This design comes from an exercise in tuning for small area, a short achievable clock period and few clock cycles on the open sky130 flow, not from production work.
The RTL was checked by simulation tests, not by an equivalence proof against the original design.

--- run.sh ---
#!/bin/bash
# synth_recipe.tcl (not shown) runs the flow's synth.tcl, then flattens the netlist and writes it again
# the make line also repeats each setting of config.mk as NAME=value (left out here)
make -C /OpenROAD-flow-scripts/flow DESIGN_CONFIG=/design/flow/config.mk WORK_HOME=/design/flow/orfs CLKGATE_MAP_FILE= SYNTH_SCRIPT=/design/flow/synth_recipe.tcl finish
--- config.mk ---
export PLATFORM = sky130hd
export DESIGN_NAME = US_CSC
export DESIGN_NICKNAME = US_CSC
export VERILOG_FILES = /design/flow/design.v
export SDC_FILE = /design/flow/constraint.sdc
export NUM_CORES = 4
export LEC_CHECK = 0
export CAP_MARGIN = 20
export CORE_MARGIN = 2
export CORE_UTILIZATION = 40
export SLEW_MARGIN = 20
--- constraint.sdc ---
create_clock -name core_clock -period 13.5 [get_ports {Clock}]
set_input_delay 2.7000 -clock core_clock [delete_from_list [all_inputs] [get_ports {Clock}]]
set_output_delay 2.7000 -clock core_clock [all_outputs]
set_load 0.01 [all_outputs]
--- design.v ---
`timescale 1ns/100ps
`default_nettype none
module US_CSC (
   input  logic            Clock,
   input  logic            Resetn,
   output logic            SRAM_we_n,
   output logic   [17:0]   SRAM_address,
   input  logic   [15:0]   SRAM_read_data,
   output logic   [15:0]   SRAM_write_data,
   input  logic            US_CSC_enable,
   output logic            US_CSC_complete
);
localparam logic [17:0] U_BASE = 18'd38400, V_BASE = 18'd57600, RGB_BASE = 18'd146944;
localparam logic [14:0] LAST_FR = 15'd19203;    
logic        run;           
logic [3:0]  ph;            
logic [14:0] fr;            
logic [6:0]  col;           
logic        wact;          
logic [17:0] waddr;         
logic [7:0]  sr [0:15];     
logic [15:0] ys;            
logic [7:0]  yp, up, vp;    
logic [7:0]  ufr;           
logic [7:0]  bufr, bufb;    
logic even_f;               
logic c0, c78, c79;         
assign even_f = (ph == 4'd8) || (ph == 4'd9);
assign c0 = (col == 7'd0);
assign c78 = (col == 7'd78);
assign c79 = (col == 7'd79);
logic [7:0] ta, tb, tc, td, te, tf;
always_comb begin
   ta = sr[0]; tb = sr[2]; tc = sr[4]; td = sr[6]; te = sr[8]; tf = sr[10];
   if (even_f) begin
      if (c0)  begin ta = sr[4]; tb = sr[4]; end
      if (c79) begin te = sr[6]; tf = sr[6]; end
   end else begin
      if (c0)  ta = sr[2];
      if (c78) tf = sr[8];
      if (c79) begin td = sr[4]; te = sr[4]; tf = sr[4]; end
   end
end
logic [8:0]  sA, sB, sC;
logic [18:0] facc;          
logic [7:0]  fout;
assign sA = {1'b0, ta} + {1'b0, tf};
assign sB = {1'b0, tb} + {1'b0, te};
assign sC = {1'b0, tc} + {1'b0, td};
assign facc = ({10'd0, sA} << 4) + ({10'd0, sA} << 2) + {10'd0, sA}
            - ({10'd0, sB} << 5) - ({10'd0, sB} << 4) - ({10'd0, sB} << 2)
            + ({10'd0, sC} << 7) + ({10'd0, sC} << 4) + ({10'd0, sC} << 3) + ({10'd0, sC} << 2)
            + ({10'd0, sC} << 1) + {10'd0, sC} + 19'd128;
assign fout = facc[18] ? 8'd0 : (facc[17:16] != 2'd0 ? 8'hff : facc[15:8]);
logic [26:0] racc, gacc, bacc, Y, U, V, yt;
logic [7:0] rr, gg, bb;
assign Y = {19'd0, yp};
assign U = {19'd0, up};
assign V = {19'd0, vp};
assign yt   = (Y << 16) + (Y << 13) + (Y << 11) + (Y << 9) - (Y << 2);
assign racc = yt + (V << 16) + (V << 15) + (V << 12) + (V << 11) + (V << 7) + (V << 4) + (V << 1) + V
            - 27'd14608704;
assign gacc = yt - (U << 14) - (U << 13) - (U << 10) - (U << 4) - (U << 3)
            - (V << 15) - (V << 14) - (V << 12) - (V << 5) - V + 27'd8879296;
assign bacc = yt + (U << 17) + (U << 10) + (U << 7) + (U << 4) + (U << 3) + (U << 1) + U
            - 27'd18148672;
assign rr = racc[26] ? 8'd0 : (racc[25:24] != 2'd0 ? 8'hff : racc[23:16]);
assign gg = gacc[26] ? 8'd0 : (gacc[25:24] != 2'd0 ? 8'hff : gacc[23:16]);
assign bb = bacc[26] ? 8'd0 : (bacc[25:24] != 2'd0 ? 8'hff : bacc[23:16]);
integer i;
always_ff @(posedge Clock) begin
   ufr <= fout;
   case (ph)
      4'd9:    yp <= SRAM_read_data[7:0];
      4'd2:    yp <= ys[7:0];
      default: yp <= ys[15:8];
   endcase
   if (ph == 4'd9 || ph == 4'd2) begin up <= ufr;   vp <= fout;  end
   else                          begin up <= sr[2]; vp <= sr[3]; end
   if (ph == 4'd9 || ph == 4'd0) ys <= SRAM_read_data;
   if (ph == 4'd8 || ph == 4'd9 || ph == 4'd1 || ph == 4'd2) begin
      for (i = 0; i < 15; i = i + 1) sr[i] <= sr[i+1];
      if (ph == 4'd1 || ph == 4'd2) begin
         sr[13] <= SRAM_read_data[15:8];
         sr[15] <= SRAM_read_data[7:0];
      end
   end
   case (ph)
      4'd0, 4'd3: begin SRAM_write_data <= {gg, bb}; bufr <= rr; end
      4'd1, 4'd4: begin SRAM_write_data <= {rr, gg}; bufb <= bb; end
      default:    SRAM_write_data <= {bufb, bufr};
   endcase
end
always_ff @(posedge Clock or negedge Resetn) begin
   if (!Resetn) begin
      run <= 1'b0;
      ph <= 4'd0;
      fr <= 15'd0;
      col <= 7'd77;
      wact <= 1'b0;
      waddr <= RGB_BASE + 18'd2;
      SRAM_we_n <= 1'b1;
      SRAM_address <= 18'd0;
      US_CSC_complete <= 1'b0;
   end else if (!run) begin
      SRAM_we_n <= 1'b1;
      if (US_CSC_enable && !US_CSC_complete) begin
         run <= 1'b1;
         ph <= 4'd9;
         SRAM_address <= U_BASE;           
      end
   end else begin
      ph <= (ph == 4'd9) ? 4'd0 : ph + 4'd1;
      if (ph == 4'd0) fr <= fr + 15'd1;
      if (ph == 4'd2) col <= (col == 7'd79) ? 7'd0 : col + 7'd1;
      if (ph == 4'd9 && fr == 15'd3) wact <= 1'b1;
      case (ph)
         4'd0, 4'd1, 4'd2, 4'd3, 4'd4, 4'd5: begin
            SRAM_address <= waddr;
            SRAM_we_n <= ~wact;
            if (wact) begin
               if (ph == 4'd0 || ph == 4'd3)      waddr <= waddr - 18'd2;
               else if (ph == 4'd1 || ph == 4'd4) waddr <= waddr + 18'd1;
               else                               waddr <= waddr + 18'd4;
            end
         end
         4'd6: begin
            SRAM_we_n <= 1'b1;
            SRAM_address <= {2'b00, fr - 15'd3, 1'b0};
            if (fr == LAST_FR) begin
               run <= 1'b0;
               US_CSC_complete <= 1'b1;
            end
         end
         4'd7: SRAM_address <= {2'b00, fr - 15'd3, 1'b1};
         4'd8: SRAM_address <= U_BASE + {3'd0, fr};
         default: SRAM_address <= V_BASE + {3'd0, fr};
      endcase
   end
end
endmodule
==> summary.txt <==
worst min-delay path by stage:
stage | startpoint | endpoint | slack (ns)
global route | sr[11][7] | sr[10][7] | 0.42
detailed placement | sr[11][5] | sr[10][5] | 0.40
CTS | sr[11][5] | sr[10][5] | 0.42
floorplan | sr[1][0] | sr[0][0] | 0.40
finish | sr[9][3] | sr[8][3] | 0.42
global placement | sr[13][5] | sr[12][5] | 0.40
critical path, delay by kind of cell (launching register included):
family / cells / cell delay [ns]
adder cells (fa/ha/maj): 11 / 4.44
AND/OR/NAND/NOR: 6 / 1.77
XOR/XNOR: 3 / 0.85
flip-flops: 1 / 0.81
buffers and inverters: 3 / 0.50
AO/OA/AOI/OAI: 8 / 2.30
multiplexers: 1 / 0.43
sequential cells by signal (all words and copies together), names as in the netlist, 4 cells and up:
| name | cells |
|---|---|
| sr | 128 |
| SRAM_address | 18 |
| waddr | 18 |
| SRAM_write_data | 16 |
| ys | 16 |
| fr | 15 |
| bufb | 8 |
| bufr | 8 |
| ufr | 8 |
| up | 8 |
| vp | 8 |
| yp | 8 |
| col | 7 |
| ph | 4 |
area by class of cell:
class	count	area (µm²)
tap	837	1047
sequential	274	7432
inverter	439	1648
multi-input combinational	1671	15880
clock inverter	15	121.4
clock buffer	39	844.6
timing repair buffer	67	633.1
fill	5887	34330
placed cells by master, fill, tap and decap left out, types with 24 or more instances in the layout:
master,synthesis,layout
ha_1,388,388
inv_1,437,437
fa_1,205,205
nand2_1,169,168
clkbuf_16,0,30
o21ai_0,83,83
nor2_1,114,112
mux2_2,26,26
clkdlybuf4s50_1,0,53
xor2_1,47,47
mux2i_1,28,28
edfxtp_1,160,160
o21bai_1,24,24
nand3_1,34,34
a21oi_1,102,102
a21o_1,39,39
xnor2_1,98,98
dfrtp_1,54,54
dfxtp_1,48,48
metrics by stage:
| step | instances | util, % | area [µm²] |
|---|---|---|---|
| final | 3342 | 44.57 | 27610 |
| after global routing | 3342 | 44.57 | 27610 |
| after CTS | 3342 | 44.57 | 27610 |
| after detailed placement | 3288 | 43.01 | 26640 |
| after global placement | 3288 | 43.00 | 26640 |
| after floorplan | 2441 | - | 25160 |
kinds of logic after synthesis:
kind of cell	after synthesis
AOI/OAI and AO/OA	410
xor gates and xnor gates	150
adders and majority gates	593
buffers and inverters	496
DFF	274
muxes	54
and+or+nand+nor	464
layer usage:
layer / vias to the layer above / wire length (µm) / track usage [%]
met5: - / 0 / 0
met4: 0 / 903 / 3.759
met3: 53 / 2258 / 1.817
met2: 309 / 28290 / 30.91
met1: 8594 / 26890 / 25.38
li1: 8364 / - / -
==> flow_metrics.env <==
export IMPL_status="complete, no violations"
export IMPL_ioPinCount=55
export IMPL_clk_pin_slew_worst_paths_ns=0.06
export IMPL_min_period_over_period_pct=83.06
export IMPL_rsz0062_at_grt="false"
export IMPL_synthCells=2441
export IMPL_relSlewSlack_pct=37.05
export IMPL_synth_seq_area_share_pct=29.54
export IMPL_synth_area_leader_cell="ha_1"
export IMPL_synthTopCellsByArea="ha_1, edfxtp_1, fa_1"
export IMPL_cts_setup_buffers=0
export IMPL_synthAdderAreaFrac_pct=35.61
export IMPL_grt_pass1_wl_um=93900
export IMPL_first_pass_iters=5
export IMPL_r2r_end="vp[5]"
export IMPL_drc_errors=0
export IMPL_finalWorstSetupSlack_ns=2.286
export IMPL_synth_xor_area_share_pct=5.495
export IMPL_cp_arrival_ns=11.70
export IMPL_rr_worst_depth=32
export IMPL_crit_path_end_kind="register"
export IMPL_cts_made_buffers=29
export IMPL_num_rows=91
export IMPL_min_path_cells=0
export IMPL_cts_resized=0
export IMPL_ys_seq_elements=274
export IMPL_synth_top_area_share_pct=19.29
export IMPL_async_flop_share_pct=24.09
export IMPL_htreeDepth=1
export IMPL_crit_top_cell="fa_1"
export IMPL_final_setup_viol_count=0
export IMPL_synth_simple_gate_area_share_pct=8.678
export IMPL_period_minus_slack_ns=11.21
export IMPL_critPathKind="reg -> reg"
export IMPL_startpoint="ph[3]"
export IMPL_tns_ns=0
export IMPL_die_area_mm2=0.06492
export IMPL_critPathSlowestCell="dfrtp_1"
export IMPL_grt_pass1_vias=17493
export IMPL_die_h_um=254.8
export IMPL_clock_path_buffers=3
export IMPL_crit_path_start_kind="register"
export IMPL_r2r_slack_ns=2.29
export IMPL_coreArea_mm2=0.06194
export IMPL_grt_use_total_pct=18.25
export IMPL_synth_edf_count=160
export IMPL_cts_tree="done"
export IMPL_grt_overflow=0
export IMPL_min_path_type="reg -> reg"
export IMPL_cts_sinks=274
export IMPL_area_growth_pct=9.717
export IMPL_cp_required_ns=13.99
export IMPL_pre_cts_slack_ns=2.334
export IMPL_gp_congestion=0.8843
export IMPL_antenna_found_initial=0
export IMPL_clk_latency_ns=0.59
export IMPL_synth_compound_area_share_pct=10.97
export IMPL_clockRootBuffer="clkbuf_16"
export IMPL_vias=17320
export IMPL_synth_ff_type="edfxtp_1"
export IMPL_synth_warnings=2
export IMPL_maxSlewViolCount=0
export IMPL_viasPerCell=5.183
export IMPL_fmax_ghz=0.08918
export IMPL_synth_most_common_cell="inv_1"
export IMPL_start_util_pct=40.62
export IMPL_synth_area_per_cell_um2=10.31
export IMPL_synth_common_cells="inv_1, ha_1, fa_1"
export IMPL_syn_cell_area_mm2=0.02516
export IMPL_routed_wl_um=58340
export IMPL_drive_gt1_share_pct=5.070
export IMPL_io_buffer_count=54
export IMPL_syn_num_nets=3053
export IMPL_fin_skew_ns=0.01588
export IMPL_cp_max_fo=27
export IMPL_tightestPinTransition_ns=0.9386
export IMPL_crit_end="vp[5]"
export IMPL_drtAntennaViolNets=0
export IMPL_r2r_start="ph[3]"
export IMPL_slowest_delay_ns=0.81
export IMPL_antenna_cells=0
export IMPL_routedWlPerCell_um=17.46
export IMPL_die_w_um=254.8
export IMPL_design_final_nets=3094
export IMPL_synth_cell_types=90
export IMPL_synthMuxAreaShare_pct=2.278
export IMPL_fin_hold_ws_ns=0.4174
export IMPL_synth_top_family_by_area="adder cells"
export IMPL_cap_violations=0
export IMPL_drt_iter0_drc=1052
export IMPL_hold_viol=0
export IMPL_holdBufCountCts=0
export IMPL_grt_max_degree=67
export IMPL_dp_hpwl_um=47740
Testbench counts, summed over its fixed seeds: cycles 1,536,240.

-- what the ideal ports hide --
No port has a modelled driver above. Below, the same layout with a new extraction and two added sets of constraints.
Step 1 sets driving cells, clkbuf_16 on the clock port and buf_2 on the other inputs (assumed; they add their load-dependent delay and slew).
Step 2 adds t to the input delays and takes it off the output delays; t is the mean of the earliest and latest rising clock arrival at the registers after step 1. Input paths then give back, and output paths get back, about the clock's delay inside the block.
Slacks: ideal / step 1 / step 2; pairs: ideal / step 1.
shift t [ns]: 0.643
setup WS [ns]: 2.286 / 2.286 / 2.286
worst setup path at the end: register to register
worst data-port slew with drivers (ns): 0.04
pins driven straight from the clock port: 1
After both steps setup and hold are still met in this run. The setup slack of this run moves by 0.000 ns with the drivers and by 0.000 ns with both steps.
